What follows belongs to an exercise in optimizing a design on an open flow for small area; a production flow would make more cautious choices. RTL that was checked went through simulation tests only; none was proved equivalent to the original. For runs 1 and 2, only the layout was checked, not whether the RTL still works. In every run shown here, the design's own scripts or RTL, not TritonCTS, make the clock network. No driver is modelled on the clock port, so clock power and skew are understated where the tree is cut down; a real chip needs a root buffer or a tree. Power is estimated from default activity; no workload was simulated.

**design.v**
```verilog
module debounce (
    input  logic clk,
    input  logic rst,
    input  logic button,
    output logic rise
);
localparam logic [12:0] Z5000 = 13'd3344;
logic [12:0] count;
wire at_max = (count == Z5000);
always_ff @(posedge clk, posedge rst) begin
    if (rst) begin
        count <= 13'd0;
        rise  <= 1'b0;
    end else begin
        rise <= button & at_max;
        if (!button)
            count <= 13'd0;
        else if (at_max)
            count <= 13'h1fff;
        else
            count <= {count[11:0], ~(count[12] ^ count[5])};
    end
end
endmodule
module single_pulse_detector (
    input  logic clk,
    input  logic rst,
    input  logic input_signal,
    output logic output_pulse
);
always_ff @(posedge clk, posedge rst) begin
    if (rst)
        output_pulse <= 1'b0;
    else
        output_pulse <= input_signal;
end
endmodule
module disp_ctrl (
    input  logic [4:0] disp_val,
    output logic [6:0] seg_out
);
always_comb begin
    case (disp_val)
        5'h10: seg_out = 7'b1110000;  
        5'h11: seg_out = 7'b0110011;  
        5'h12: seg_out = 7'b0110000;  
        5'h13: seg_out = 7'b1000111;  
        5'h14: seg_out = 7'b1111111;  
        5'h15: seg_out = 7'b1011011;  
        5'h16: seg_out = 7'b1101101;  
        5'h17: seg_out = 7'b1001111;  
        5'h18: seg_out = 7'b1110011;  
        5'h19: seg_out = 7'b1011111;  
        5'h1a: seg_out = 7'b1111001;  
        5'h1b: seg_out = 7'b0111101;  
        5'h1c: seg_out = 7'b1001110;  
        5'h1d: seg_out = 7'b0011111;  
        5'h1e: seg_out = 7'b1110111;  
        5'h1f: seg_out = 7'b1111110;  
        default: seg_out = 7'b0000000;
    endcase
end
endmodule
module decoder (
    input  logic       clk,
    input  logic       rst,
    input  logic [3:0] row,
    output logic [3:0] col,
    output logic [4:0] hold,    
    output logic       cap
);
localparam logic [5:0] Z62 = 6'b100000;
localparam logic [5:0] SAT = 6'b111111;
logic [3:0]  cnt;
logic [3:0]  rbuf;
logic [95:0] cr;
logic        rmask;    
logic        a1, b1, a41, b41, rise_acc, rise;
logic [3:0]  idx1;
wire s0 = ~col[3];
wire s1 = ~col[2];
wire s2 = ~col[1];
wire s3 = ~col[0];
wire s4 = &col;
wire win = (s0 & cnt == 4'd15) | (s1 & cnt <= 4'd2) |
           (s2 & cnt >= 4'd3 & cnt <= 4'd6) | (s3 & cnt >= 4'd7 & cnt <= 4'd10) |
           (s4 & cnt >= 4'd11 & cnt <= 4'd14);
wire start   = s0 & (cnt == 4'd15);    
wire fr_end  = s4 & (cnt == 4'd15);    
wire       k_h   = win & rbuf[0];
wire [5:0] c_h   = cr[95:90];
wire       h_sat = (c_h == SAT);
wire       h_z62 = (c_h == Z62);
wire       v1    = k_h & h_sat;
wire       v41   = k_h & (h_sat | h_z62);
wire       r_h   = k_h & h_z62;
wire [5:0] c_new = rbuf[0] ? (h_z62 ? SAT : {c_h[4:0], ~(c_h[5] ^ c_h[4])}) : 6'd0;
wire [5:0] c_in  = rmask ? 6'd0 : (win ? c_new : c_h);
always_ff @(posedge clk) begin
    cr   <= {cr[89:0], c_in};
    rbuf <= (cnt == 4'd14) ? ~row : {rbuf[0], rbuf[3:1]};
    a1   <= (a1 & ~start) | v1;
    b1   <= (b1 & ~start) | (a1 & ~start & v1);
    a41  <= (a41 & ~start) | v41;
    b41  <= (b41 & ~start) | (a41 & ~start & v41);
    rise_acc <= (rise_acc & ~start) | r_h;
    if (v1 & (start | ~a1))
        idx1 <= cnt;
    if (fr_end)
        rise <= rise_acc & ~rmask;
end
always_ff @(posedge clk, posedge rst) begin
    if (rst) begin
        cnt   <= 4'd0;
        col   <= 4'b1111;
        rmask <= 1'b1;
        hold  <= 5'd0;
    end else begin
        cnt <= cnt + 4'd1;
        if (cnt == 4'd15)
            col <= {~&col, col[3:1]};
        if (fr_end)
            rmask <= 1'b0;
        if (fr_end & ~rmask & a1 & ~b1)
            hold <= {1'b1, idx1};
        else if (s0 & a41 & ~b41 & h_sat)
            hold <= {1'b1, cnt};
    end
end
assign cap = rise & s2 & (cnt == 4'd11);
endmodule
module ssd_top
#(
    parameter clk_freq = 1_024_000,
    parameter stable_time = 5
)
(
    input logic clk,
    input logic [1:0] btn,
    input logic sw,
    output logic led,
    output logic [6:0] seg,
    output logic chip_sel,
    input logic [3:0] row,
    output logic [3:0] col
);
localparam max_delay = clk_freq*stable_time/1024;
logic rst;
logic c_sel;
logic [12:0] count_div;
logic [4:0] hold;
logic key_cap;
logic btn1_rise;
logic btn1_pulse;
logic [4:0] seg1_d;
logic [4:0] seg2_d;
logic sel_d;
logic sw_d;
logic btn_press_toggle;
decoder decoder_i (
    .clk(clk),
    .rst(rst),
    .row(row),
    .col(col),
    .hold(hold),
    .cap(key_cap)
);
debounce db_i (
    .clk(clk),
    .rst(rst),
    .button(btn[1]),
    .rise(btn1_rise)
);
single_pulse_detector sp_i (
    .clk(clk),
    .rst(rst),
    .input_signal(btn1_rise),
    .output_pulse(btn1_pulse)
);
always_ff @(posedge clk, posedge rst) begin
    if (rst) begin
        c_sel <= 1'b0;
        count_div <= 13'd0;
    end else begin
        if (sw == 0) begin
            if (btn1_pulse)
                c_sel <= ~c_sel;
        end else begin
            count_div <= {count_div[11:0], ~(count_div[12] ^ count_div[5])};
            if (count_div == 13'd3344) begin  
                count_div <= 13'd0;
                c_sel <= ~c_sel;
            end
        end
    end
end
always_ff @(posedge clk, posedge rst) begin
    if (rst) begin
        seg1_d <= 5'd0;
        seg2_d <= 5'd0;
        btn_press_toggle <= 1'b1;
        sel_d <= 1'b0;
        sw_d <= 1'b0;
    end else begin
        sel_d <= ~sw | c_sel;
        sw_d <= sw;
        if (key_cap) begin
            if (sw_d == 0) begin
                seg1_d <= hold;
            end else if (btn_press_toggle) begin
                seg1_d <= hold;
                seg2_d <= 5'd0;
                btn_press_toggle <= 1'b0;
            end else begin
                seg2_d <= hold;
                btn_press_toggle <= 1'b1;
            end
        end
    end
end
disp_ctrl dc_i (
    .disp_val(sel_d ? seg1_d : seg2_d),
    .seg_out(seg)
);
assign rst = btn[0];
assign led = sw;
assign chip_sel = c_sel;
endmodule
```
**flow/run.sh**
```bash
#!/bin/bash
set -e
HERE=$(pwd)
export PRE_CTS_TCL=$HERE/flow/cts_pre.tcl
export FLOW_CLK=clk
export FLOW_CTS_LEVELS=${FLOW_CTS_LEVELS:-4}
export FLOW_CTS_LEAF=${FLOW_CTS_LEAF:-sky130_fd_sc_hd__clkbuf_4}
export FLOW_CTS_ROOT=${FLOW_CTS_ROOT:-sky130_fd_sc_hd__clkbuf_16}
export BUFFER_PORTS_ARGS="-buffer_cell sky130_fd_sc_hd__buf_1"
bash standard.sh > standard.log 2>&1
```
**flow/cts_pre.tcl**
```tcl
# Sourced by ORFS's cts.tcl before clock_tree_synthesis (PRE_CTS_TCL).
# Replaces TritonCTS with a plain two-level tree: the clock port drives one
# root buffer, which drives one leaf buffer per group of flip-flops; the
# groups come from splitting the flip-flops at the median, alternately in x
# and y, so that they are of equal size and compact.

proc my_split { items depth axis } {
  if { $depth == 0 || [llength $items] < 2 } { return [list $items] }
  set idx [expr { $axis == 0 ? 1 : 2 }]
  set sorted [lsort -integer -index $idx $items]
  set half [expr { [llength $sorted] / 2 }]
  set a [lrange $sorted 0 [expr { $half - 1 }]]
  set b [lrange $sorted $half end]
  return [concat [my_split $a [expr { $depth - 1 }] [expr { 1 - $axis }]] \
                 [my_split $b [expr { $depth - 1 }] [expr { 1 - $axis }]]]
}

rename clock_tree_synthesis my_orig_clock_tree_synthesis
proc clock_tree_synthesis { args } {
  set levels $::env(FLOW_CTS_LEVELS)
  set leaf_cell $::env(FLOW_CTS_LEAF)
  set root_cell $::env(FLOW_CTS_ROOT)
  set db [ord::get_db]
  set block [ord::get_db_block]
  set clk_net [$block findNet $::env(FLOW_CLK)]
  set sinks {}
  foreach it [$clk_net getITerms] {
    set inst [$it getInst]
    set bb [$inst getBBox]
    set x [expr { ([$bb xMin] + [$bb xMax]) / 2 }]
    set y [expr { ([$bb yMin] + [$bb yMax]) / 2 }]
    lappend sinks [list $it $x $y]
  }
  puts "bench cts: [llength $sinks] sinks on [$clk_net getName]"
  set groups [my_split $sinks $levels 0]
  set root_net [odb::dbNet_create $block clknet_root]
  $root_net setSigType CLOCK
  set rx 0; set ry 0; set n 0
  set i 0
  foreach g $groups {
    set sx 0; set sy 0
    foreach s $g { incr sx [lindex $s 1]; incr sy [lindex $s 2] }
    set cx [expr { $sx / [llength $g] }]
    set cy [expr { $sy / [llength $g] }]
    set buf [odb::dbInst_create $block [$db findMaster $leaf_cell] clkbuf_leaf_$i]
    set net [odb::dbNet_create $block clknet_leaf_$i]
    $net setSigType CLOCK
    foreach s $g {
      set it [lindex $s 0]
      $it disconnect
      $it connect $net
    }
    [$buf findITerm X] connect $net
    [$buf findITerm A] connect $root_net
    $buf setLocation $cx $cy
    $buf setPlacementStatus PLACED
    puts "bench cts: leaf $i [llength $g] sinks at $cx $cy"
    incr rx $cx; incr ry $cy; incr n
    incr i
  }
  set root [odb::dbInst_create $block [$db findMaster $root_cell] clkbuf_root]
  [$root findITerm A] connect $clk_net
  [$root findITerm X] connect $root_net
  $root setLocation [expr { $rx / $n }] [expr { $ry / $n }]
  $root setPlacementStatus PLACED
  set_propagated_clock [all_clocks]
}
```
**standard.sh**
```bash
#!/bin/bash
# synth_recipe.tcl (not shown) runs the flow's synth.tcl, then flattens the netlist and writes it again
# the make line also repeats each setting of config.mk as NAME=value (left out here)
make -C /OpenROAD-flow-scripts/flow DESIGN_CONFIG=/design/flow/config.mk WORK_HOME=/design/flow/orfs CLKGATE_MAP_FILE= SYNTH_SCRIPT=/design/flow/synth_recipe.tcl "${@:-finish}"
```
**config.mk**
```make
export PLATFORM = sky130hd
export DESIGN_NAME = ssd_top
export DESIGN_NICKNAME = ssd_top
export VERILOG_FILES = /design/flow/design.v
export SDC_FILE = /design/flow/constraint.sdc
export NUM_CORES = 4
export LEC_CHECK = 0
export CAP_MARGIN = 20
export CORE_MARGIN = 2
export CORE_UTILIZATION = 40
export PLACE_DENSITY = 0.6
export SLEW_MARGIN = 20
```
**constraint.sdc**
```tcl
create_clock -name core_clock -period 5.0 [get_ports {clk}]
set_input_delay 1.0000 -clock core_clock [delete_from_list [all_inputs] [get_ports {clk}]]
set_output_delay 1.0000 -clock core_clock [all_outputs]
set_load 0.01 [all_outputs]
```
==> results of run 1 <==
[registers in the layout, indices dropped and copies added (netlist names)]
name,flops
seg2_d,5
sp_i.output_pulse,1
db_i.count,13
decoder_i.rbuf,4
sel_d,1
count_div,13
seg1_d,5
decoder_i.hold,5
btn_press_toggle,1
decoder_i.idx1,4
decoder_i.rmask,1
sw_d,1
decoder_i.cr,96
decoder_i.col,4
decoder_i.b41,1
decoder_i.b1,1
decoder_i.a1,1
db_i.rise,1
c_sel,1
decoder_i.rise_acc,1
decoder_i.rise,1
decoder_i.a41,1
decoder_i.cnt,4
[critical path, stage by stage (launching register included)]
cell and delay [ns]:
dfrtp_1 0.50, mux2i_1 0.50, inv_1 0.18, ha_1 0.27
mux4_2 0.47, nor2_1 0.09, buf_1 0.15
[synth_stat cells (4+ instances only)]
cell | count | share of area, %
o21a_1 | 5 | 0.73
nand2b_1 | 7 | 0.85
xnor2_1 | 4 | 0.68
edfxtp_1 | 5 | 2.9
inv_1 | 19 | 1.4
mux2i_1 | 11 | 2.1
o21ai_1 | 4 | 0.39
nand2_1 | 46 | 3.4
nand3_1 | 5 | 0.49
o21ai_0 | 22 | 2.1
mux2_2 | 14 | 3.1
ha_1 | 7 | 1.7
a21oi_1 | 9 | 0.88
dfrtp_1 | 50 | 24
dfstp_2 | 6 | 3.1
nor2_1 | 19 | 1.4
clkbuf_1 | 9 | 0.66
dfxtp_1 | 105 | 41
and2_1 | 7 | 0.85
[how the worst min path moves through the flow]
stage / to / depth (start not counted) / startpoint / slack (ns)
global route: decoder_i.cr[72] / 0 / decoder_i.cr[66] / 0.32
detailed placement: decoder_i.cr[93] / 0 / decoder_i.cr[87] / 0.31
finish: decoder_i.cr[72] / 0 / decoder_i.cr[66] / 0.32
CTS: decoder_i.cr[72] / 0 / decoder_i.cr[66] / 0.32
floorplan: decoder_i.cr[10] / 0 / decoder_i.cr[4] / 0.31
global placement: decoder_i.cr[64] / 0 / decoder_i.cr[58] / 0.31
[kinds of logic after synthesis]
family                   synth area share, %
flip-flops                             71.28
AND/OR/NAND/NOR                        10.94
XOR/XNOR                               1.023
multiplexers                           5.652
adder cells (fa/ha/maj)                1.705
AO/OA/AOI/OAI                          6.919
buffers and inverters                  2.485
[metrics by stage]
stage | power [uW] | utilization [%] | instance area, um2
finish | 2135 | 43.94 | 5523
global route | 2260 | 43.94 | 5523
CTS | 2172 | 43.94 | 5523
detailed placement | 1631 | 42.79 | 5378
global placement | 1622 | 42.79 | 5378
floorplan | 1584 | - | 5136
[metal layers]
metal	share of wire (%)	track usage, %	routed length, um
met5	0	0	0
met4	1.9	2.410	133
met3	4.6	1.605	323
met2	44	16.52	3109
met1	49	15.00	3435
[power by group]
part	switching (uW)	internal, uW	leakage, uW
logic	71.8	63.6	0.000687
registers	49.9	1410	0.00162
clock network	350	186	0.0000859
total	472	1660	0.00239
[layout make-up]
class / count / area, um2 / area share [%]
flip-flops and latches: 166 / 3661 / 66.29
multi-input cells: 202 / 1348 / 24.40
well taps: 172 / 215.2 / 3.897
plain buffers: 17 / 145.1 / 2.628
repair buffers: 21 / 82.58 / 1.495
inverters: 19 / 71.32 / 1.291
==> results.cfg, run 1 <==
[global_route]
track_usage_pct = 10.37
grt_first_pass_wirelength_um = 12600
antenna_found_initial = 0
grt_max_degree = 57
grt-ovfl-total = 0
grt_pass1_vias = 2732

[power_and_ir_drop]
power_density_nw_per_um2 = 386.7
ir_worst_vdd_v = 0.0002423
p_leak_uw = 0.002395

[placed_design]
portBuffers = 20
dp_cells = 580
dp_hpwl_um = 4667
dp_slack_ns = 1.877
place.gp.congestion = 0.7375

[timing]
fin_crit_sh_pct = 70.53
rsz0062_at_grt = no
finClkSkew_ns = 0.01879
fmax_ghz = 0.2836
setup_viol_count_final = 0
fin_setup_tns_ns = 0
fin_ws_ns = 1.473
relSlewSlack_pct = 40.44
whs_ns = 0.3201
finalHoldViolations = 0
finalWorstPathRequiredPeriod_ns = 3.527
worst_pin_slew_ns = 0.8685
slew_violations = 0

[die]
die_h_um = 117.3
io_pins = 21
die_area_um2 = 13760
fp.dieW_um = 117.3
coreArea_um2 = 12570
rows = 41
start_util_pct = 40.87

[drt]
first_pass_iters = 4
drt-initial-drc-count = 88
vias = 2754
wl_per_cell_um = 11.73
drc = 0
vias_per_cell = 4.613
drt-total-wl_um = 7002
ant_nets = 0

[layout]
nFillCells = 1182
syn_to_final_growth_pct = 7.527
fin_nets = 442
mostFrequentLayoutCells = 105 x dfxtp_1, 50 x dfrtp_1, 46 x nand2_1
n_antenna_cell = 0
stdcell_count = 597
drive_gt1_share_pct = 11.29
mostFrequentLayoutCell = dfxtp_1

[critical_path]
cp_max_fo = 6
reg2reg_to = decoder_i.idx1[2]
reg2reg_slack_ns = 2.36
ff2ff_path_depth = 6
path_class = register to output pin
endpoint = seg[5]
crit_path_end_kind = output pin
cp-start-kind = register
cp-startpoint = sel_d
arrival_ns = 2.53
worstReg2RegStart = decoder_i.cnt[1]
crit_required_ns = 4.00

[synth]
syn_inst = 400
synthFlopType = dfxtp_1
yosys.cell_types.count = 54
synth_area_um2 = 5136
ys_seq_elements = 166
synth_fp_nets = 415
yosys_warnings = 5
async_reset_ff_share_pct = 33.73
synth_edf_count = 5
syn_avg_cell_area_um2 = 12.84
yosysSeqAreaShare_pct = 71.28

[clock_tree]
postCtsSetupBuffers = 0
clk_pin_slew_ns = 0.11
cts-resized-gates = 0
clock_latency_ns = 0.37
hold_buffers = 0

[job]
cap_violations = 0

[outcome]
status = no timing/DRC/antenna violations

[min_path]
hp-class = register to register
==> run 2, diff against run 1 <==
==> flow/run.sh (replaced) <==
#!/bin/bash
set -e
HERE=$(pwd)
export PRE_CTS_TCL=$HERE/flow/cts_pre.tcl
export FLOW_CLK=clk
export FLOW_CTS_LEVELS=${FLOW_CTS_LEVELS:-4}
export FLOW_CTS_LEAF=${FLOW_CTS_LEAF:-sky130_fd_sc_hd__clkbuf_4}
export FLOW_CTS_ROOT=${FLOW_CTS_ROOT:-sky130_fd_sc_hd__clkbuf_8}
export BUFFER_PORTS_ARGS="-buffer_cell sky130_fd_sc_hd__buf_1"
bash standard.sh > standard.log 2>&1
==> results.cfg, run 2 <==
[die]
start_util_pct = 40.87
io_pins = 21
coreArea_um2 = 12570
rows = 41
die_h_um = 117.3
die_area_um2 = 13760
fp.dieW_um = 117.3

[timing]
relSlewSlack_pct = 40.44
setup_viol_count_final = 0
finalWorstPathRequiredPeriod_ns = 3.581
fmax_ghz = 0.2793
rsz0062_at_grt = no
fin_crit_sh_pct = 71.61
worst_pin_slew_ns = 0.8685
fin_setup_tns_ns = 0
whs_ns = 0.3202
finalHoldViolations = 0
finClkSkew_ns = 0.01853
slew_violations = 0

[drt]
vias = 2755
drt-total-wl_um = 7005
wl_met3_um = 325
ant_nets = 0
drt-initial-drc-count = 88
wl_per_cell_um = 11.73
drt-met1-wl_um = 3434
top_layer = met4
drc = 0
met2WireLength_um = 3111
first_pass_iters = 4
vias_per_cell = 4.615

[synth]
yosys.area.top_type = dfxtp_1
synthFlopType = dfxtp_1
synth_common_cells = 105 x dfxtp_1, 50 x dfrtp_1, 46 x nand2_1
syn_avg_cell_area_um2 = 12.84
yosysSeqAreaShare_pct = 71.28
synth_edf_count = 5
yosys_warnings = 5
synth_area_um2 = 5136
ys_top_cells_by_area = dfxtp_1 41%, dfrtp_1 24%, nand2_1 3.4%
async_reset_ff_share_pct = 33.73
syn_inst = 400
synth_top_area_share_pct = 40.93
synth.most_common_cell = dfxtp_1
ys_seq_elements = 166
yosys.cell_types.count = 54
synth_fp_nets = 415

[layout]
fin_util_pct = 43.85
mostFrequentLayoutCells = 105 x dfxtp_1, 50 x dfrtp_1, 46 x nand2_1
largest_registers = decoder_i.cr (96), count_div (13), db_i.count (13)
largest_register_ffs = 96
nFillCells = 1183
drive_gt1_share_pct = 11.29
fin_nets = 442
mostFrequentLayoutCell = dfxtp_1
n_antenna_cell = 0
syn_to_final_growth_pct = 7.308
regMostFlops = decoder_i.cr

[clock_tree]
cts-resized-gates = 0
hold_buffers = 0
postCtsSetupBuffers = 0
clk_pin_slew_ns = 0.11
clock_latency_ns = 0.42

[critical_path]
crit_path_end_kind = output pin
path_class = register to output pin
reg2reg_to = decoder_i.idx1[2]
critical-path-max-stage-delay_ns = 0.50
arrival_ns = 2.58
crit_required_ns = 4.00
reg2reg_slack_ns = 2.36
worstReg2RegStart = decoder_i.cnt[1]
critical-path-top-delay-family = multiplexers
crit_chain = mux2i_1 > inv_1 > ha_1 > mux4_2 > nor2_1 > buf_1
cp-start-kind = register
cp_max_fo = 6
slowest_stage = dfrtp_1
cp_num_buf_inv = 2
ff2ff_path_depth = 6

[outcome]
status = no timing/DRC/antenna violations

[power_and_ir_drop]
ir_worst_vdd_v = 0.0002420
p_leak_uw = 0.002390
power_density_nw_per_um2 = 384.0

[min_path]
worstHoldStart = decoder_i.cr[66]
hold_depth = 0
hp-class = register to register
min_to = decoder_i.cr[72]

[global_route]
grt-ovfl-total = 0
track_usage_pct = 10.37
grt_pass1_vias = 2732
grt_max_degree = 57
grt_first_pass_wirelength_um = 12600
antenna_found_initial = 0

[job]
cap_violations = 0

[placed_design]
place.gp.congestion = 0.7375
portBuffers = 20
dp_hpwl_um = 4667
-- run 2: cell counts after synthesis --
No cell type changed its count.
-- run 2: worst reg2reg max path, delay by kind of cell (launching register included) --
kind / cells / cell delay (ns)
adders and majority gates: 1 / 0.30
AOI/OAI and AO/OA: 2 / 0.44
DFF: 1 / 0.49
and+or+nand+nor: 3 / 1.05
-- run 2: per-stage QoR --
stage / total power [uW] / std cells / setup WS, ns / instance area (um2)
global placement: 1622 / 580 / 1.980 / 5378
CTS: 2152 / 597 / 1.371 / 5512
finish: 2116 / 597 / 1.419 / 5512
detailed placement: 1631 / 580 / 1.877 / 5378
floorplan: 1584 / 400 / 2.045 / 5136
global route: 2239 / 597 / 1.171 / 5512
-- run 2: where the power goes --
| group | internal [uW] | switching, uW | total (uW) |
|---|---|---|---|
| registers | 1410 | 49.9 | 1460 |
| logic | 63.6 | 71.8 | 135 |
| clock network | 167 | 351 | 517 |
-- run 2: cell families (layout without fill, tap and decap cells) --
logic type,after synthesis,after routing,share of synthesized area (%)
AOI/OAI and AO/OA,56,56,6.919
muxes,26,26,5.652
adders and majority gates,7,7,1.705
xor gates and xnor gates,6,6,1.023
DFF,166,166,71.28
and+or+nand+nor,107,107,10.94
buffers and inverters,32,57,2.485
-- run 2: area by class of cell --
cell class / instances / area [um2] / share of cell area (%)
buffer: 17 / 133.9 / 2.429
timing repair buffer: 21 / 82.58 / 1.498
tap: 172 / 215.2 / 3.905
inverter: 19 / 71.32 / 1.294
multi-input combinational: 202 / 1348 / 24.45
sequential: 166 / 3661 / 66.42
-- run 2: worst max-delay path by stage --
stage / startpoint / endpoint / slack (ns) / depth (start not counted)
detailed placement: sel_d / seg[5] / 1.88 / 6
CTS: sel_d / seg[5] / 1.37 / 6
global route: sel_d / seg[5] / 1.17 / 6
global placement: sel_d / seg[5] / 1.98 / 6
finish: sel_d / seg[5] / 1.42 / 6
floorplan: sel_d / seg[5] / 2.04 / 6
-- run 2: per-layer routing --
metal | vias to the layer above | GRT usage (%)
met4 | 0 | 2.410
li1 | 1385 | -
met1 | 1307 | 15.00
met5 | - | 0
met2 | 48 | 16.52
met3 | 15 | 1.605
==> run 3, diff against run 2 <==
--- a/design.v
+++ b/design.v
@@ -2,24 +2,20 @@
     input  logic clk,
     input  logic rst,
     input  logic button,
-    output logic rise
-);
-localparam logic [12:0] Z5000 = 13'd3344;
+    output logic at_s1
+);
+localparam logic [12:0] S1 = 13'd6689;
 logic [12:0] count;
-wire at_max = (count == Z5000);
-always_ff @(posedge clk, posedge rst) begin
-    if (rst) begin
+assign at_s1 = (count == S1);
+always_ff @(posedge clk, posedge rst) begin
+    if (rst)
         count <= 13'd0;
-        rise  <= 1'b0;
-    end else begin
-        rise <= button & at_max;
-        if (!button)
-            count <= 13'd0;
-        else if (at_max)
-            count <= 13'h1fff;
-        else
-            count <= {count[11:0], ~(count[12] ^ count[5])};
-    end
+    else if (!button)
+        count <= 13'd0;
+    else if (at_s1)
+        count <= 13'h1fff;
+    else
+        count <= {count[11:0], ~(count[12] ^ count[5])};
 end
 endmodule
 module single_pulse_detector (
@@ -169,7 +165,7 @@
     .clk(clk),
     .rst(rst),
     .button(btn[1]),
-    .rise(btn1_rise)
+    .at_s1(btn1_rise)
 );
 single_pulse_detector sp_i (
     .clk(clk),
==> results.cfg, run 3 <==
[outcome]
status = no timing/DRC/antenna violations

[timing]
rsz0062_at_grt = no
finalHoldViolations = 0
setup_viol_count_final = 0
worst_pin_slew_ns = 0.8778
fin_ws_ns = 1.400
finClkSkew_ns = 0.01562
relSlewSlack_pct = 39.81
fin_crit_sh_pct = 72.01
finalWorstPathRequiredPeriod_ns = 3.600
fmax_ghz = 0.2778
slew_violations = 0
fin_setup_tns_ns = 0

[layout]
largest_register_ffs = 96
stdcell_count = 584
syn_to_final_growth_pct = 7.351
nFillCells = 1196
largest_registers = decoder_i.cr (96), count_div (13), db_i.count (13)
regMostFlops = decoder_i.cr
n_antenna_cell = 0
fin_nets = 429
mostFrequentLayoutCells = 105 x dfxtp_1, 49 x dfrtp_1, 28 x nand2_1
drive_gt1_share_pct = 12.14
mostFrequentLayoutCell = dfxtp_1

[drt]
first_pass_iters = 4
ant_nets = 0
drc = 0
vias_per_cell = 4.618
vias = 2697
wl_per_cell_um = 12.18
drt-initial-drc-count = 83
drt-total-wl_um = 7112

[min_path]
hold_depth = 0
hp-class = register to register

[die]
die_area_um2 = 13690
fp.dieW_um = 117.0
die_h_um = 117.0
rows = 41
coreArea_um2 = 12520
start_util_pct = 40.79
io_pins = 21

[critical_path]
arrival_ns = 2.60
crit_path_end_kind = output pin
slowest_stage = mux2i_1
crit_chain = mux2i_1 > inv_1 > ha_1 > mux4_2 > nor2_1 > buf_1
cp_num_buf_inv = 2
critical-path-max-stage-delay_ns = 0.51
cp-start-kind = register
crit_required_ns = 4.00
ff2ff_path_depth = 6
critical-path-top-delay-family = multiplexers
path_class = register to output pin
path_depth = 6
cp_max_fo = 6
reg2reg_slack_ns = 2.35

[power_and_ir_drop]
ir_worst_vdd_v = 0.0002300
finalPower_uw = 2152
p_leak_uw = 0.002312
power_density_nw_per_um2 = 392.6

[synth]
yosysSeqAreaShare_pct = 71.21
ys_top_cells_by_area = dfxtp_1 41%, dfrtp_1 24%, mux2_2 3.5%
synth.most_common_cell = dfxtp_1
syn_inst = 387
synthFlopType = dfxtp_1
synth_top_area_share_pct = 41.17
yosys.cell_types.count = 53
yosys.area.top_type = dfxtp_1
synth_fp_nets = 402
ys_seq_elements = 165
async_reset_ff_share_pct = 33.33
synth_edf_count = 5
synth_area_um2 = 5106
syn_avg_cell_area_um2 = 13.19
synth_common_cells = 105 x dfxtp_1, 49 x dfrtp_1, 28 x nand2_1
yosys_warnings = 5

[placed_design]
dp_hpwl_um = 4619
portBuffers = 20
place.gp.congestion = 0.7243
dp_cells = 567
dp_slack_ns = 1.853

[global_route]
grt_pass1_vias = 2645
grt_first_pass_wirelength_um = 12330
grt_max_degree = 56
antenna_found_initial = 0
track_usage_pct = 10.73
grt-ovfl-total = 0

[clock_tree]
clk_pin_slew_ns = 0.11
hold_buffers = 0
postCtsSetupBuffers = 0
clock_latency_ns = 0.42
cts-resized-gates = 0

[job]
cap_violations = 0
==> run 3: cell count changes after synthesis, sizes merged, moves of 2 or more <==
cell   delta
o21a      +8
inv       -3
nand2    -18
mux2      +2
o21ai     -2
==> run 3: worst paths after layout <==
check                                 start                 to
max                                   sel_d             seg[5]
min                        decoder_i.cr[75]   decoder_i.cr[81]
max reg2reg                decoder_i.cnt[1]  decoder_i.idx1[2]
min reg2reg                decoder_i.cr[75]   decoder_i.cr[81]
max in group asynchronous            btn[0]   decoder_i.cnt[0]
min in group asynchronous            btn[0]     db_i.count[12]
==> run 3: routing by layer <==
metal | routed length, um | GRT usage, %
met2 | 3143 | 17.23
met3 | 299 | 1.648
met4 | 126 | 2.431
met1 | 3543 | 15.47
met5 | 0 | 0
==> run 3: report_power, final <==
| part | internal (uW) | switching (uW) | leakage [uW] |
|---|---|---|---|
| clock | 167 | 359 | 0.0000808 |
| combinational | 75.5 | 72.6 | 0.000627 |
| sequential | 1420 | 60.4 | 0.00160 |
==> run 3: layout make-up <==
cell class	count	area [um2]	area share, %
Sequential cell	165	3636	66.33
Tap cell	172	215.2	3.926
Inverter	16	60.06	1.096
Buffer	17	133.9	2.442
Multi-Input combinational cell	193	1354	24.70
Timing Repair Buffer	21	82.58	1.507
==> run 3: per-stage QoR <==
step | utilization (%) | hold slack [ns] | instance area (um2)
floorplan | - | 0.3096 | 5106
global placement | 42.72 | 0.3112 | 5348
detailed placement | 42.72 | 0.3121 | 5348
CTS | 43.79 | 0.3229 | 5482
global route | 43.79 | 0.3265 | 5482
finish | 43.79 | 0.3232 | 5482
==> run 3: kinds of logic after synthesis <==
family / after synthesis / share of synthesized area (%)
adders and majority gates: 7 / 1.715
DFF: 165 / 71.21
muxes: 28 / 6.126
and+or+nand+nor: 90 / 9.704
buffers and inverters: 29 / 2.279
AOI/OAI and AO/OA: 62 / 7.939
xor gates and xnor gates: 6 / 1.029
==> run 3: worst reg2reg max path: stages, from the launching register on <==
cell and delay [ns]:
dfrtp_1 0.49, ha_1 0.31, nand4b_1 0.32, o41a_1 0.23, o221ai_2 0.21, nand2_2 0.18
nor3b_1 0.57
==> run 4, diff against run 3 <==
--- a/design.v
+++ b/design.v
@@ -7,10 +7,8 @@
 localparam logic [12:0] S1 = 13'd6689;
 logic [12:0] count;
 assign at_s1 = (count == S1);
-always_ff @(posedge clk, posedge rst) begin
-    if (rst)
-        count <= 13'd0;
-    else if (!button)
+always_ff @(posedge clk) begin
+    if (rst || !button)
         count <= 13'd0;
     else if (at_s1)
         count <= 13'h1fff;
@@ -24,7 +22,7 @@
     input  logic input_signal,
     output logic output_pulse
 );
-always_ff @(posedge clk, posedge rst) begin
+always_ff @(posedge clk) begin
     if (rst)
         output_pulse <= 1'b0;
     else
@@ -106,15 +104,18 @@
         rise <= rise_acc & ~rmask;
 end
 always_ff @(posedge clk, posedge rst) begin
+    if (rst)
+        col <= 4'b1111;
+    else if (cnt == 4'd15)
+        col <= {~&col, col[3:1]};
+end
+always_ff @(posedge clk) begin
     if (rst) begin
         cnt   <= 4'd0;
-        col   <= 4'b1111;
         rmask <= 1'b1;
         hold  <= 5'd0;
     end else begin
         cnt <= cnt + 4'd1;
-        if (cnt == 4'd15)
-            col <= {~&col, col[3:1]};
         if (fr_end)
             rmask <= 1'b0;
         if (fr_end & ~rmask & a1 & ~b1)
@@ -173,46 +174,39 @@
     .input_signal(btn1_rise),
     .output_pulse(btn1_pulse)
 );
+wire cd_wrap = (count_div == 13'd3344);  
 always_ff @(posedge clk, posedge rst) begin
-    if (rst) begin
+    if (rst)
         c_sel <= 1'b0;
+    else if (sw == 0 ? btn1_pulse : cd_wrap)
+        c_sel <= ~c_sel;
+end
+always_ff @(posedge clk) begin
+    if (rst || (sw && cd_wrap))
         count_div <= 13'd0;
-    end else begin
-        if (sw == 0) begin
-            if (btn1_pulse)
-                c_sel <= ~c_sel;
-        end else begin
-            count_div <= {count_div[11:0], ~(count_div[12] ^ count_div[5])};
-            if (count_div == 13'd3344) begin  
-                count_div <= 13'd0;
-                c_sel <= ~c_sel;
-            end
-        end
-    end
+    else if (sw)
+        count_div <= {count_div[11:0], ~(count_div[12] ^ count_div[5])};
 end
 always_ff @(posedge clk, posedge rst) begin
     if (rst) begin
         seg1_d <= 5'd0;
         seg2_d <= 5'd0;
+    end else if (key_cap) begin
+        if (sw_d == 0 || btn_press_toggle)
+            seg1_d <= hold;
+        if (sw_d == 1)
+            seg2_d <= btn_press_toggle ? 5'd0 : hold;
+    end
+end
+always_ff @(posedge clk) begin
+    if (rst)
         btn_press_toggle <= 1'b1;
-        sel_d <= 1'b0;
-        sw_d <= 1'b0;
-    end else begin
-        sel_d <= ~sw | c_sel;
-        sw_d <= sw;
-        if (key_cap) begin
-            if (sw_d == 0) begin
-                seg1_d <= hold;
-            end else if (btn_press_toggle) begin
-                seg1_d <= hold;
-                seg2_d <= 5'd0;
-                btn_press_toggle <= 1'b0;
-            end else begin
-                seg2_d <= hold;
-                btn_press_toggle <= 1'b1;
-            end
-        end
-    end
+    else if (key_cap && sw_d)
+        btn_press_toggle <= ~btn_press_toggle;
+end
+always_ff @(posedge clk) begin
+    sel_d <= ~sw | c_sel;
+    sw_d <= sw;
 end
 disp_ctrl dc_i (
     .disp_val(sel_d ? seg1_d : seg2_d),
==> results.cfg, run 4 <==
[timing]
worst_pin_slew_ns = 1.055
fin_ws_ns = 1.439
whs_ns = 0.3241
finalWorstPathRequiredPeriod_ns = 3.561
fin_setup_tns_ns = 0
fin_crit_sh_pct = 71.21
setup_viol_count_final = 0
slew_violations = 0
rsz0062_at_grt = no
finClkSkew_ns = 0.01827
relSlewSlack_pct = 29.68
fmax_ghz = 0.2808
finalHoldViolations = 0

[min_path]
hp-class = register to register

[die]
fp.dieW_um = 115.6
io_pins = 21
start_util_pct = 41.31
rows = 40
coreArea_um2 = 12060
die_h_um = 115.6
die_area_um2 = 13360

[synth]
yosys_warnings = 5
synthSimpleGateAreaFrac_pct = 11.25
ys_seq_elements = 165
synthFlopType = dfxtp_1
synthAdderAreaFrac_pct = 1.758
yosysSeqAreaShare_pct = 68.91
yosys.cell_types.count = 50
synth_top_area_share_pct = 58.26
synth.most_common_cell = dfxtp_1
synthMuxAreaShare_pct = 7.082
synth_edf_count = 5
synth_xor_area_share_pct = 1.055
synth_compound_area_share_pct = 7.559
async_reset_ff_share_pct = 9.091
syn_inst = 403
syn_avg_cell_area_um2 = 12.36
synth_top_family_by_area = simple AND/OR/NAND/NOR gates
synth_common_cells = 145 x dfxtp_1, 37 x nor2_1, 24 x mux2i_1
yosys.area.top_type = dfxtp_1
synth_fp_nets = 418
synth_area_um2 = 4982
ys_top_cells_by_area = dfxtp_1 58%, dfrtp_1 5.5%, mux2i_1 4.8%

[placed_design]
dpl_cell_area_um2 = 5213
dp_slack_ns = 1.887
portBuffers = 20
dp_hpwl_um = 4815
place.gp.congestion = 0.7736

[clock_tree]
cts-resized-gates = 0
clk_pin_slew_ns = 0.10
clock_latency_ns = 0.43
postCtsSetupBuffers = 0
hold_buffers = 0

[power_and_ir_drop]
p_leak_uw = 0.002154
ir_worst_vdd_v = 0.0002030
switching_share_pct = 20.61
power_frac_clock_pct = 27.5
power_frac_seq_pct = 70.3
power_density_nw_per_um2 = 356.3
power.internal_uw = 1514
combPwrFrac_pct = 2.2
p_sw_uw = 393.0

[layout]
design_area_um2 = 5351
n_antenna_cell = 0
largest_register_ffs = 96
drive_gt1_share_pct = 8.920
largest_registers = decoder_i.cr (96), count_div (13), db_i.count (13)
mostFrequentLayoutCell = dfxtp_1
syn_to_final_growth_pct = 7.408
fin_nets = 443
fin_util_pct = 44.37
mostFrequentLayoutCells = 145 x dfxtp_1, 37 x nor2_1, 24 x mux2i_1
regMostFlops = decoder_i.cr

[critical_path]
cp-start-kind = register
critical-path-top-delay-family = multiplexers
path_class = register to output pin
crit_required_ns = 4.00
crit_chain = mux2i_1 > inv_1 > ha_1 > mux4_2 > nor2_1 > buf_1
critical-path-max-stage-delay_ns = 0.50
slowest_stage = mux2i_1
crit_path_end_kind = output pin
cp_max_fo = 6
cp_num_buf_inv = 2
arrival_ns = 2.56

[global_route]
grt_first_pass_wirelength_um = 13010
antenna_found_initial = 0
grt-ovfl-total = 0
grt_max_degree = 20
grt_pass1_vias = 2820
track_usage_pct = 11.40

[drt]
drt-initial-drc-count = 108
first_pass_iters = 4
wl_per_cell_um = 12.18
vias_per_cell = 4.662
drc = 0
ant_nets = 0
drt-total-wl_um = 7236
vias = 2769

[outcome]
status = no timing/DRC/antenna violations

[job]
cap_violations = 0
run 4: changes by cell type after synthesis, moves of 3 or more:
cell,delta
nor2_1,+17
mux2i_1,+13
nand3b_1,+6
nand2b_1,-3
mux2_2,-8
nand2_1,-9
o21ai_0,-3
o21ai_1,-4
dfxtp_1,+40
a211oi_1,+4
dfrtp_1,-38
run 4: layout make-up:
| cell class | count | area, um2 |
|---|---|---|
| tap | 168 | 210.2 |
| fill | 1147 | 6710 |
| buffer | 17 | 133.9 |
| timing repair buffer | 21 | 82.58 |
| inverter | 15 | 56.30 |
| multi-input combinational | 208 | 1435 |
| sequential | 165 | 3433 |
run 4: metal layers:
metal  track usage, %  vias to the layer above  wire (um)
li1                 -                     1407          -
met4            3.213                        0        162
met3            1.831                       15        312
met2            18.32                       43       3178
met1            16.01                     1304       3583
met5                0                        -          0
run 4: final timing paths:
| check | startpoint | end | slack (ns) | depth (start not counted) |
|---|---|---|---|---|
| min | decoder_i.cr[33] | decoder_i.cr[39] | 0.32 | 0 |
| min in group asynchronous | btn[0] | seg1_d[2] | 0.77 | 3 |
| max in group asynchronous | btn[0] | decoder_i.col[3] | 3.96 | 3 |
| max | sel_d | seg[5] | 1.44 | 6 |
| min reg2reg | decoder_i.cr[33] | decoder_i.cr[39] | 0.32 | 0 |
| max reg2reg | decoder_i.cnt[1] | decoder_i.idx1[1] | 2.17 | 6 |
run 4: logic make-up after synthesis:
group,count (synthesis)
compound gates,57
buf+inv,30
mux,33
xor+xnor,6
simple gates,105
flops,165
fa+ha+maj,7
run 4: power groups by stage:
stage / clock network [uW] / registers (uW) / logic [uW]
2_1_floorplan: 0 / 1360 / 35.7
3_3_place_gp: 0 / 1370 / 41.4
3_5_place_dp: 0 / 1370 / 42.6
4_1_cts: 557 / 1340 / 42.7
5_1_grt: 615 / 1340 / 47.8
6_report: 525 / 1340 / 42.2
run 4: metrics by stage:
stage | instances | power, uW
floorplan | 403 | 1400
global placement | 577 | 1411
detailed placement | 577 | 1412
CTS | 594 | 1940
global route | 594 | 2005
finish | 594 | 1907
==> run 5, diff against run 4 <==
--- a/flow/run.sh
+++ b/flow/run.sh
@@ -1,6 +1,10 @@
 #!/bin/bash
 set -e
 HERE=$(pwd)
+rm -rf "$HERE/orfs_scripts"
+cp -r "$FLOW_HOME/scripts" "$HERE/orfs_scripts"
+cp "$HERE/flow/abc_area.script" "$HERE/orfs_scripts/abc_area.script"
+export SCRIPTS_DIR=$HERE/orfs_scripts
 export PRE_CTS_TCL=$HERE/flow/cts_pre.tcl
 export FLOW_CLK=clk
 export FLOW_CTS_LEVELS=${FLOW_CTS_LEVELS:-4}
==> flow/abc_area.script (new file) <==
strash
dch -f
map -a
mfs2
strash
dch -f
map -a
topo
--- a/config.mk
+++ b/config.mk
@@ -5,6 +5,7 @@
 export SDC_FILE = /design/flow/constraint.sdc
 export NUM_CORES = 4
 export LEC_CHECK = 0
+export ABC_AREA = 1
 export CAP_MARGIN = 20
 export CORE_MARGIN = 2
 export CORE_UTILIZATION = 40
==> results.cfg, run 5 <==
[outcome]
status = no timing/DRC/antenna violations

[global_route]
grt_max_degree = 21
antenna_found_initial = 0
grt_first_pass_wirelength_um = 13010
grt-ovfl-total = 0
grt_pass1_vias = 2848
track_usage_pct = 11.78

[drt]
vias_per_cell = 4.768
wl_per_cell_um = 11.71
drt-initial-drc-count = 162
first_pass_iters = 4
ant_nets = 0
vias = 3004
drc = 0
drt-total-wl_um = 7379

[layout]
n_antenna_cell = 0
largest_registers = decoder_i.cr (96), count_div (13), db_i.count (13)
mostFrequentLayoutCell = dfxtp_1
mostFrequentLayoutCells = 145 x dfxtp_1, 67 x nand2_1, 59 x clkinv_1
nFillCells = 1108
largest_register_ffs = 96
regMostFlops = decoder_i.cr
syn_to_final_growth_pct = 8.094
drive_gt1_share_pct = 4.928
fin_util_pct = 44.79
fin_nets = 504

[placed_design]
dp_hpwl_um = 4955
place.gp.congestion = 0.8067
dp_slack_ns = 1.968
portBuffers = 20

[min_path]
hp-class = register to register

[critical_path]
critical-path-top-delay-family = compound AO/OA/AOI/OAI gates
critical-path-max-stage-delay_ns = 0.60
cp-start-kind = register
cp_num_buf_inv = 2
crit_chain = o21ai_0 > clkinv_1 > nand2_1 > o21ai_0 > a311oi_1 > buf_1
path_class = register to output pin
crit_path_end_kind = output pin
slowest_stage = o21ai_0
crit_required_ns = 4.00
arrival_ns = 2.51
cp_max_fo = 10
path_common_cell = o21ai_0

[synth]
yosys.cell_types.count = 25
yosys_warnings = 5
synthFlopType = dfxtp_1
synth.most_common_cell = dfxtp_1
async_reset_ff_share_pct = 9.091
synth_common_cells = 145 x dfxtp_1, 67 x nand2_1, 59 x clkinv_1
synth_fp_nets = 465
synth_top_area_share_pct = 60.57
syn_avg_cell_area_um2 = 10.65
ys_seq_elements = 165
ys_top_cells_by_area = dfxtp_1 61%, dfrtp_1 5.7%, nand2_1 5.2%
synth_edf_count = 5
yosysSeqAreaShare_pct = 71.64
synth_area_um2 = 4792
yosys.area.top_type = dfxtp_1
syn_inst = 450

[die]
coreArea_um2 = 11560
rows = 39
start_util_pct = 41.44
die_h_um = 113.5
die_area_um2 = 12870
io_pins = 21
fp.dieW_um = 113.5

[clock_tree]
cts-resized-gates = 0
postCtsSetupBuffers = 0
hold_buffers = 0
clock_latency_ns = 0.43
clk_pin_slew_ns = 0.11

[timing]
finalHoldViolations = 0
finClkSkew_ns = 0.01860
fin_crit_sh_pct = 70.16
rsz0062_at_grt = no
whs_ns = 0.3199
worst_pin_slew_ns = 0.8866
slew_violations = 0
fmax_ghz = 0.2851
finalWorstPathRequiredPeriod_ns = 3.508
fin_setup_tns_ns = 0
setup_viol_count_final = 0
fin_ws_ns = 1.492
relSlewSlack_pct = 40.35

[power_and_ir_drop]
p_leak_uw = 0.001917
finalPower_uw = 1899
power_density_nw_per_um2 = 366.7
ir_worst_vdd_v = 0.0002064

[job]
cap_violations = 0
## run 5: per-layer routing
| metal | vias to the layer above | track usage (%) | wire [um] |
|---|---|---|---|
| met5 | - | 0 | 0 |
| met4 | 0 | 2.927 | 194 |
| met3 | 15 | 1.488 | 282 |
| met2 | 48 | 18.80 | 3080 |
| met1 | 1387 | 17.17 | 3822 |
| li1 | 1554 | - | - |
## run 5: area by class of cell
| cell class | instances | area, um2 | area share, % |
|---|---|---|---|
| timing repair buffer | 21 | 82.58 | 1.594 |
| tap | 143 | 178.9 | 3.454 |
| buffer | 17 | 133.9 | 2.585 |
| inverter | 59 | 221.5 | 4.275 |
| multi-input combinational | 225 | 1130 | 21.81 |
| sequential | 165 | 3433 | 66.28 |
## run 5: final timing paths
kind                             startpoint                 to  slack [ns]  depth (start not counted)
max in group asynchronous            btn[0]   decoder_i.col[3]        3.90                          2
hold / removal             decoder_i.cr[77]   decoder_i.cr[83]        0.32                          0
hold reg to reg            decoder_i.cr[77]   decoder_i.cr[83]        0.32                          0
setup reg to reg           decoder_i.cnt[2]  decoder_i.idx1[1]        2.15                         12
setup / recovery                      sel_d             seg[1]        1.49                          6
min in group asynchronous            btn[0]          seg1_d[1]        0.74                          2
## run 5: logic make-up (layout without fill, tap and decap cells)
logic type	after synthesis	in the layout	synth area share, %
AOI/OAI and AO/OA	93	93	10.71
DFF	165	165	71.64
xor gates and xnor gates	2	2	0.3656
buffers and inverters	60	97	4.778
adders and majority gates	7	7	1.828
and+or+nand+nor	123	123	10.68
## run 5: metrics by stage
stage / area [um2] / cells
CTS: 5180 / 630
global route: 5180 / 630
floorplan: 4792 / 450
global placement: 5046 / 613
detailed placement: 5046 / 613
finish: 5180 / 630
## run 5: power breakdown
group	internal, uW	switching [uW]	total, uW
clock network	167	357	524
registers	1330	6.56	1330
logic	11.7	29.2	40.9
==> run 6, diff against run 5 <==
--- a/flow/run.sh
+++ b/flow/run.sh
@@ -5,6 +5,7 @@
 cp -r "$FLOW_HOME/scripts" "$HERE/orfs_scripts"
 cp "$HERE/flow/abc_area.script" "$HERE/orfs_scripts/abc_area.script"
 export SCRIPTS_DIR=$HERE/orfs_scripts
+export ADDER_MAP_FILE=
 export PRE_CTS_TCL=$HERE/flow/cts_pre.tcl
 export FLOW_CLK=clk
 export FLOW_CTS_LEVELS=${FLOW_CTS_LEVELS:-4}
==> results.cfg, run 6 <==
[synth]
synthFlopType = dfxtp_1
yosysSeqAreaShare_pct = 73.66
synth.most_common_cell = dfxtp_1
synth_edf_count = 5
synth_fp_nets = 443
yosys_warnings = 5
syn_avg_cell_area_um2 = 10.71
ys_top_cells_by_area = dfxtp_1 62%, dfrtp_1 5.9%, nand2_1 5.6%
synth_common_cells = 145 x dfxtp_1, 70 x nand2_1, 51 x clkinv_1
yosys.cell_types.count = 24
ys_seq_elements = 165
yosys.area.top_type = dfxtp_1
synth_top_area_share_pct = 62.28
syn_inst = 435
async_reset_ff_share_pct = 9.091
synth_area_um2 = 4661

[layout]
fin_nets = 482
fin_util_pct = 44.21
largest_registers = decoder_i.cr (96), count_div (13), db_i.count (13)
n_antenna_cell = 0
mostFrequentLayoutCell = dfxtp_1
largest_register_ffs = 96
syn_to_final_growth_pct = 8.322
mostFrequentLayoutCells = 145 x dfxtp_1, 70 x nand2_1, 51 x clkinv_1
drive_gt1_share_pct = 5.508
regMostFlops = decoder_i.cr

[critical_path]
arrival_ns = 2.42
crit_chain = o21ai_0 > clkinv_1 > a21oi_1 > a21oi_1 > a31oi_1 > buf_1
path_depth = 6
ff2ff_path_depth = 12
cp_max_fo = 10
critical-path-top-delay-family = compound AO/OA/AOI/OAI gates
crit_required_ns = 4.00
crit_path_end_kind = output pin
cp-start-kind = register
path_common_cell = a21oi_1
slowest_stage = o21ai_0
path_class = register to output pin
critical-path-max-stage-delay_ns = 0.63
cp_num_buf_inv = 2

[drt]
drt-initial-drc-count = 144
first_pass_iters = 6
vias_per_cell = 4.694
ant_nets = 0
drc = 0
wl_per_cell_um = 11.25
drt-total-wl_um = 6920
vias = 2887

[global_route]
grt_first_pass_wirelength_um = 12500
track_usage_pct = 11.38
grt_max_degree = 25
antenna_found_initial = 0
grt-ovfl-total = 0
grt_pass1_vias = 2797

[clock_tree]
cts-resized-gates = 0
clock_latency_ns = 0.41
clk_pin_slew_ns = 0.10
postCtsSetupBuffers = 0
hold_buffers = 0

[min_path]
hp-class = register to register
hold_depth = 0

[timing]
setup_viol_count_final = 0
rsz0062_at_grt = no
finalWorstPathRequiredPeriod_ns = 3.419
fmax_ghz = 0.2925
worst_pin_slew_ns = 0.7734
slew_violations = 0
fin_setup_tns_ns = 0
finalHoldViolations = 0
finClkSkew_ns = 0.01492
relSlewSlack_pct = 48.12
fin_crit_sh_pct = 68.37

[job]
cap_violations = 0

[die]
rows = 39
start_util_pct = 40.82
die_h_um = 111.9
die_area_um2 = 12530
fp.dieW_um = 111.9
coreArea_um2 = 11420
io_pins = 21

[power_and_ir_drop]
ir_worst_vdd_v = 0.0002421
power_density_nw_per_um2 = 371.7
p_leak_uw = 0.001864

[outcome]
status = no timing/DRC/antenna violations

[placed_design]
portBuffers = 20
dp_hpwl_um = 4707
place.gp.congestion = 0.8388
==> run 6: cell types whose count changed after synthesis, sizes merged, moves of 2 or more <==
cell,delta
nand4,+2
a211oi,-2
a31oi,+3
nand2,+3
a22oi,-4
ha,-7
nand3,-2
clkinv,-8
nor3,-2
nor2,+4
a21oi,-2
==> run 6: final timing paths <==
path	startpoint	endpoint	slack, ns
max	sel_d	seg[1]	1.58
min	decoder_i.cr[38]	decoder_i.cr[44]	0.32
max reg2reg	decoder_i.cnt[0]	decoder_i.idx1[2]	2.14
min reg2reg	decoder_i.cr[38]	decoder_i.cr[44]	0.32
max in group asynchronous	btn[0]	decoder_i.col[0]	3.91
min in group asynchronous	btn[0]	seg2_d[0]	0.70
==> run 6: through the flow <==
stage	total power, uW	cell area, um2	hold WS, ns	setup WS [ns]	std cells
6_report	1877	5049	0.3216	1.581	615
5_1_grt	1975	5049	0.3253	1.295	615
4_1_cts	1913	5049	0.3264	1.575	615
3_5_place_dp	1400	4915	0.3121	1.979	598
3_3_place_gp	1398	4915	0.3114	2.058	598
2_1_floorplan	1386	4661	0.3096	2.433	435
==> run 6: cell type report <==
class | count | area (um2)
multi-input combinational | 218 | 1028
inverter | 51 | 191.4
timing repair buffer | 21 | 82.58
sequential | 165 | 3433
tap | 143 | 178.9
buffer | 17 | 133.9
fill | 1144 | 6370
==> run 6: routing by layer <==
metal	wire length (um)	GRT usage (%)	vias to the layer above
met3	260	1.579	12
met5	0	0	-
met1	3242	15.36	1332
met4	131	2.683	0
li1	-	-	1503
met2	3287	19.60	40
==> run 6: logic make-up after synthesis <==
kind of cell,synth area share (%)
DFF,73.66
and+or+nand+nor,11.38
AOI/OAI and AO/OA,10.31
buffers and inverters,4.268
xor gates and xnor gates,0.3759
==> run 6: power breakdown <==
| group | leakage, uW | switching (uW) | internal, uW |
|---|---|---|---|
| clock network | 0.0000808 | 340 | 167 |
| logic | 0.000378 | 26.6 | 10.0 |
| registers | 0.00141 | 5.32 | 1330 |
| total | 0.00186 | 372 | 1500 |
==> run 7, diff against run 6 <==
==> flow/abc_area.script (replaced) <==
strash
&get -n
&deepsyn -T 20
&put
dch -f
amap
topo
==> results.cfg, run 7 <==
[min_path]
worstHoldStart = decoder_i.cr[35]
hold_depth = 0
min_to = decoder_i.cr[41]
hp-class = register to register

[global_route]
track_usage_pct = 11.51
antenna_found_initial = 0
grt_pass1_vias = 2725
grt_max_degree = 20
grt_first_pass_wirelength_um = 12350
grt-ovfl-total = 0

[die]
coreArea_um2 = 11320
start_util_pct = 40.51
die_area_um2 = 12340
io_pins = 21
rows = 39
die_h_um = 111.1
fp.dieW_um = 111.1

[power_and_ir_drop]
p_leak_uw = 0.001825
ir_worst_vdd_v = 0.0002327
power_density_nw_per_um2 = 386.0

[layout]
fin_nets = 449
n_antenna_cell = 0
mostFrequentLayoutCells = 145 x dfxtp_1, 56 x nor2_1, 55 x clkinv_1
stdcell_count = 582
mostFrequentLayoutCell = dfxtp_1
syn_to_final_growth_pct = 8.295
regMostFlops = decoder_i.cr
largest_register_ffs = 96
largest_registers = decoder_i.cr (96), count_div (13), db_i.count (13)
drive_gt1_share_pct = 4.784
multiInputGateArea_um2 = 938.4
nFillCells = 1061
seq_area_um2 = 3433

[drt]
drt-met1-wl_um = 3427
wl_per_cell_um = 11.80
drt-total-wl_um = 6870
first_pass_iters = 4
vias_per_cell = 4.821
vias = 2806
ant_nets = 0
wl_met3_um = 377
met2WireLength_um = 2868
top_layer = met4
drc = 0
drt-initial-drc-count = 121

[critical_path]
crit_chain = clkinv_1 > o22ai_1 > clkinv_1 > nor2_1 > o21ai_0 > o21a_1 > nor2_1 > o22a_1 > buf_1
crit_path_end_kind = output pin
crit_required_ns = 4.00
path_class = register to output pin
cp-start-kind = register
ff2ff_path_depth = 10
cp_max_fo = 6
reg2reg_slack_ns = 2.19
critical-path-top-delay-family = compound AO/OA/AOI/OAI gates
arrival_ns = 2.40
reg2reg_to = decoder_i.idx1[1]
worstReg2RegStart = decoder_i.cnt[3]
critical-path-max-stage-delay_ns = 0.43
cp-startpoint = sel_d
slowest_stage = dfxtp_1
cp_num_buf_inv = 3

[outcome]
status = no timing/DRC/antenna violations

[clock_tree]
clk_pin_slew_ns = 0.10
clock_latency_ns = 0.42
postCtsSetupBuffers = 0
hold_buffers = 0
cts-resized-gates = 0

[synth]
synthFlopType = dfxtp_1
ys_top_cells_by_area = dfxtp_1 63%, dfrtp_1 6.0%, nor2_1 4.6%
synth_edf_count = 5
synth_area_um2 = 4586
ys_seq_elements = 165
syn_avg_cell_area_um2 = 11.38
async_reset_ff_share_pct = 9.091
syn_inst = 403
synth.most_common_cell = dfxtp_1
yosys_warnings = 5
synth_fp_nets = 411
synth_common_cells = 145 x dfxtp_1, 56 x nor2_1, 55 x clkinv_1
yosys.area.top_type = dfxtp_1
yosysSeqAreaShare_pct = 74.87
yosys.cell_types.count = 33
synth_top_area_share_pct = 63.30

[timing]
finalHoldViolations = 0
relSlewSlack_pct = 53.13
fin_crit_sh_pct = 68.10
worst_pin_slew_ns = 0.7030
fmax_ghz = 0.2937
setup_viol_count_final = 0
finalWorstPathRequiredPeriod_ns = 3.405
slew_violations = 0
finClkSkew_ns = 0.01234
rsz0062_at_grt = no
fin_setup_tns_ns = 0

[placed_design]
dp_hpwl_um = 4756
portBuffers = 20
dp_cells = 565
place.gp.congestion = 0.8695

[job]
cap_violations = 0
run 7: kinds of logic after synthesis:
| group | count (synthesis) | synth area share [%] |
|---|---|---|
| DFF | 165 | 74.87 |
| buffers and inverters | 56 | 4.666 |
| AOI/OAI and AO/OA | 87 | 11.57 |
| and+or+nand+nor | 95 | 8.895 |
run 7: per-layer routing:
layer	track usage [%]	vias to the layer above
met5	0	-
met4	2.963	0
met3	2.078	17
met2	17.83	62
met1	16.84	1291
li1	-	1436
run 7: worst max path at each step:
stage,end,slack [ns],depth (start not counted)
global placement,db_i.count[0],2.21,4
global route,seg[4],1.31,9
floorplan,seg[4],2.28,8
CTS,seg[4],1.57,9
detailed placement,seg[4],2.08,9
finish,seg[4],1.60,9
run 7: worst register-to-register path, delay by kind of cell (launching register included):
kind | cells | cell delay (ns)
flops | 1 | 0.48
buf+inv | 2 | 0.27
compound gates | 3 | 0.60
simple gates | 5 | 1.12
run 7: final cells by class:
type                    count  area share (%)
repair buffers             20           1.512
flip-flops and latches    165           69.14
plain buffers              17           2.696
well taps                 143           3.603
multi-input cells         182           18.90
inverters                  55           4.157
run 7: per-stage QoR:
stage / total power, uW / hold slack, ns / area [um2] / worst slack, ns / util, %
floorplan: 1411 / 0.3096 / 4586 / 2.279 / -
global placement: 1427 / 0.3111 / 4832 / 2.211 / 42.68
detailed placement: 1431 / 0.3121 / 4832 / 2.083 / 42.68
CTS: 1946 / 0.3267 / 4966 / 1.572 / 43.87
global route: 2014 / 0.3318 / 4966 / 1.313 / 43.87
finish: 1917 / 0.3277 / 4966 / 1.595 / 43.87
run 7: power breakdown:
group          switching, uW  internal [uW]  leakage [uW]
sequential              8.40           1330       0.00141
combinational           40.0           19.9      0.000337
clock                    350            167     0.0000808
total                    398           1520       0.00182
==> run 8, diff against run 7 <==
--- a/design.v
+++ b/design.v
@@ -111,18 +111,22 @@
 end
 always_ff @(posedge clk) begin
     if (rst) begin
-        cnt   <= 4'd0;
-        rmask <= 1'b1;
-        hold  <= 5'd0;
+        cnt     <= 4'd0;
+        rmask   <= 1'b1;
+        hold[4] <= 1'b0;
     end else begin
         cnt <= cnt + 4'd1;
         if (fr_end)
             rmask <= 1'b0;
-        if (fr_end & ~rmask & a1 & ~b1)
-            hold <= {1'b1, idx1};
-        else if (s0 & a41 & ~b41 & h_sat)
-            hold <= {1'b1, cnt};
+        if ((fr_end & ~rmask & a1 & ~b1) | (s0 & a41 & ~b41 & h_sat))
+            hold[4] <= 1'b1;
     end
+end
+always_ff @(posedge clk) begin
+    if (fr_end & ~rmask & a1 & ~b1)
+        hold[3:0] <= idx1;
+    else if (s0 & a41 & ~b41 & h_sat)
+        hold[3:0] <= cnt;
 end
 assign cap = rise & s2 & (cnt == 4'd11);
 endmodule
@@ -187,15 +191,23 @@
     else if (sw)
         count_div <= {count_div[11:0], ~(count_div[12] ^ count_div[5])};
 end
-always_ff @(posedge clk, posedge rst) begin
+always_ff @(posedge clk) begin
     if (rst) begin
-        seg1_d <= 5'd0;
-        seg2_d <= 5'd0;
+        seg1_d[4] <= 1'b0;
+        seg2_d[4] <= 1'b0;
     end else if (key_cap) begin
         if (sw_d == 0 || btn_press_toggle)
-            seg1_d <= hold;
+            seg1_d[4] <= hold[4];
         if (sw_d == 1)
-            seg2_d <= btn_press_toggle ? 5'd0 : hold;
+            seg2_d[4] <= ~btn_press_toggle & hold[4];
+    end
+end
+always_ff @(posedge clk) begin
+    if (key_cap) begin
+        if (sw_d == 0 || btn_press_toggle)
+            seg1_d[3:0] <= hold[3:0];
+        if (sw_d == 1 && !btn_press_toggle)
+            seg2_d[3:0] <= hold[3:0];
     end
 end
 always_ff @(posedge clk) begin
@@ -208,8 +220,9 @@
     sel_d <= ~sw | c_sel;
     sw_d <= sw;
 end
+wire [4:0] shown = sel_d ? seg1_d : seg2_d;
 disp_ctrl dc_i (
-    .disp_val(sel_d ? seg1_d : seg2_d),
+    .disp_val({shown[4] & ~rst, shown[3:0]}),
     .seg_out(seg)
 );
 assign rst = btn[0];
==> results.cfg, run 8 <==
[clock_tree]
clock_latency_ns = 0.42
cts-resized-gates = 0
hold_buffers = 0
clk_pin_slew_ns = 0.10
postCtsSetupBuffers = 0

[synth]
syn_inst = 380
synth_top_area_share_pct = 63.01
yosysSeqAreaShare_pct = 77.11
ys_seq_elements = 165
synth_area_um2 = 4543
synth_fp_nets = 388
yosys.area.top_type = dfxtp_1
synthFlopType = dfxtp_1
synth_edf_count = 17
ys_top_cells_by_area = dfxtp_1 63%, edfxtp_1 11%, nor2_1 5.4%
syn_avg_cell_area_um2 = 11.96
async_reset_ff_share_pct = 3.030
yosys_warnings = 5
yosys.cell_types.count = 34
synth.most_common_cell = dfxtp_1
synth_common_cells = 143 x dfxtp_1, 65 x nor2_1, 46 x clkinv_1

[timing]
fin_setup_tns_ns = 0
setup_viol_count_final = 0
fin_crit_sh_pct = 75.98
finClkSkew_ns = 0.01459
finalHoldViolations = 0
worst_pin_slew_ns = 0.7853
fmax_ghz = 0.2632
whs_ns = 0.3236
finalWorstPathRequiredPeriod_ns = 3.799
relSlewSlack_pct = 47.24
slew_violations = 0
rsz0062_at_grt = no

[layout]
largest_registers = decoder_i.cr (96), count_div (13), db_i.count (13)
multiInputGateArea_um2 = 867.1
syn_to_final_growth_pct = 8.620
drive_gt1_share_pct = 5.516
fin_nets = 427
nFillCells = 1026
n_antenna_cell = 0
mostFrequentLayoutCell = dfxtp_1
stdcell_count = 557
regMostFlops = decoder_i.cr
mostFrequentLayoutCells = 143 x dfxtp_1, 65 x nor2_1, 46 x clkinv_1
largest_register_ffs = 96
design_area_um2 = 4935
seq_area_um2 = 3503

[power_and_ir_drop]
p_sw_uw = 388.3
combPwrFrac_pct = 2.2
power_frac_seq_pct = 70.5
power_frac_clock_pct = 27.3
power.internal_uw = 1523
switching_share_pct = 20.31
power_density_nw_per_um2 = 387.4
p_leak_uw = 0.001778
finalPower_uw = 1911
ir_worst_vdd_v = 0.0002483

[min_path]
hp-class = register to register
hold_depth = 0

[global_route]
antenna_found_initial = 0
grt-ovfl-total = 0
grt_pass1_vias = 2628
track_usage_pct = 10.87
grt_first_pass_wirelength_um = 11720
grt_max_degree = 17

[drt]
drc = 0
wl_per_cell_um = 11.84
drt-initial-drc-count = 164
vias_per_cell = 4.711
first_pass_iters = 4
vias = 2624
drt-total-wl_um = 6595
ant_nets = 0

[placed_design]
dp_hpwl_um = 4421
portBuffers = 20
dp_cells = 540
place.gp.congestion = 0.9524
dpl_cell_area_um2 = 4793

[critical_path]
crit_required_ns = 4.00
ff2ff_path_depth = 12
arrival_ns = 2.80
crit_path_end_kind = output pin
path_class = input pin to output pin
cp-start-kind = input pin
cp_max_fo = 13

[die]
coreArea_um2 = 10980
die_h_um = 110.6
start_util_pct = 41.36
die_area_um2 = 12230
io_pins = 21
rows = 38
fp.dieW_um = 110.6

[outcome]
status = no timing/DRC/antenna violations

[job]
cap_violations = 0
run 8: changes by cell type after synthesis, moves of 5 or more:
cell	previous run	this run
edfxtp_1	5	17
o22ai_1	29	17
dfrtp_1	11	1
clkinv_1	55	46
nor2_1	56	65
a21oi_1	16	10
nand3_1	5	0
o21ai_0	22	17
run 8: cells by family after synthesis:
kind of cell	after synthesis	synth area share, %
flops	165	77.11
simple gates	102	9.694
compound gates	66	9.227
buf+inv	47	3.966
run 8: worst paths after layout:
kind                                   from                end  slack (ns)
min                        decoder_i.cr[73]   decoder_i.cr[79]        0.32
min in group asynchronous            btn[0]              c_sel        0.71
max in group asynchronous            btn[0]   decoder_i.col[1]        4.04
max                                  btn[0]             seg[4]        1.20
min reg2reg                decoder_i.cr[73]   decoder_i.cr[79]        0.32
max reg2reg                decoder_i.cnt[1]  decoder_i.idx1[1]        1.94
run 8: routing by layer:
metal | global-route usage, % | share of wire (%)
met5 | 0 | 0
met3 | 2.086 | 4.1
met1 | 13.85 | 47
met2 | 19.10 | 48
met4 | 2.583 | 1.2
run 8: per-stage QoR:
| step | utilization [%] | worst slack (ns) |
|---|---|---|
| final | 44.93 | 1.201 |
| after global routing | 44.93 | 0.9582 |
| after CTS | 44.86 | 1.135 |
| after detailed placement | 43.64 | 1.138 |
| after global placement | 43.64 | 1.326 |
| after floorplan | - | 1.979 |
run 8: power groups by stage:
| stage | registers (uW) | clock network, uW | logic (uW) |
|---|---|---|---|
| 2_1_floorplan | 1380 | 0 | 29.2 |
| 3_3_place_gp | 1380 | 0 | 40.6 |
| 3_5_place_dp | 1380 | 0 | 42.0 |
| 4_1_cts | 1350 | 548 | 42.0 |
| 5_1_grt | 1350 | 610 | 47.2 |
| 6_report | 1350 | 522 | 41.5 |
run 8: layout make-up:
| cell class | count | share of cell area (%) |
|---|---|---|
| Tap cell | 140 | 3.550 |
| Sequential cell | 165 | 70.99 |
| Buffer | 17 | 2.713 |
| Inverter | 46 | 3.499 |
| Multi-Input combinational cell | 168 | 17.57 |
| Timing Repair Buffer | 21 | 1.673 |
run 8: worst max-delay path, stage by stage:
cell and delay, ns:
buf_1 0.41, clkinv_1 0.44, o221ai_1 0.29, nor2_1 0.13, nor2_1 0.15, a31oi_1 0.07
o32a_1 0.18, buf_1 0.13

static timing again, ports no longer ideal:
The results above use ideal ports. As a check the final layouts listed here were re-extracted and re-timed, cells and wires unchanged. Step 1 (the two cells are an assumption about what drives the block):
set clk [get_ports {clk}]
set_driving_cell -lib_cell sky130_fd_sc_hd__clkbuf_16 $clk
set_driving_cell -lib_cell sky130_fd_sc_hd__buf_2 [delete_from_list [all_inputs] $clk]
Step 2 also shifts input and output timing later by t, the mid clock arrival at the registers, as if the neighbouring blocks saw the same clock. a / b / c = no drivers / after step 1 / after step 2; a / b = the first two.
run | t, ns | setup slack, ns | worst hold slack (ns) | pins driven straight from the clock port
run 1 | 0.391 | 1.473 / 1.441 / 1.832 | 0.320 / 0.320 / 0.320 | 1
run 2 | 0.441 | 1.419 / 1.391 / 1.831 | 0.320 / 0.320 / 0.320 | 1
run 3 | 0.444 | 1.400 / 1.371 / 1.815 | 0.323 / 0.323 / 0.323 | 1
run 4 | 0.449 | 1.439 / 1.409 / 1.858 | 0.324 / 0.324 / 0.324 | 1
run 5 | 0.452 | 1.492 / 1.462 / 1.914 | 0.320 / 0.320 / 0.320 | 1
run 6 | 0.433 | 1.581 / 1.553 / 1.986 | 0.322 / 0.322 / 0.322 | 1
run 7 | 0.444 | 1.595 / 1.566 / 2.010 | 0.328 / 0.328 / 0.328 | 1
run 8 | 0.444 | 1.201 / 1.179 / 1.179 | 0.324 / 0.324 / 0.324 | 1
After both steps every run listed still meets setup and hold. For run 8, which loses most, drivers alone change the setup slack by -0.022 ns; drivers and shift together by -0.022 ns.
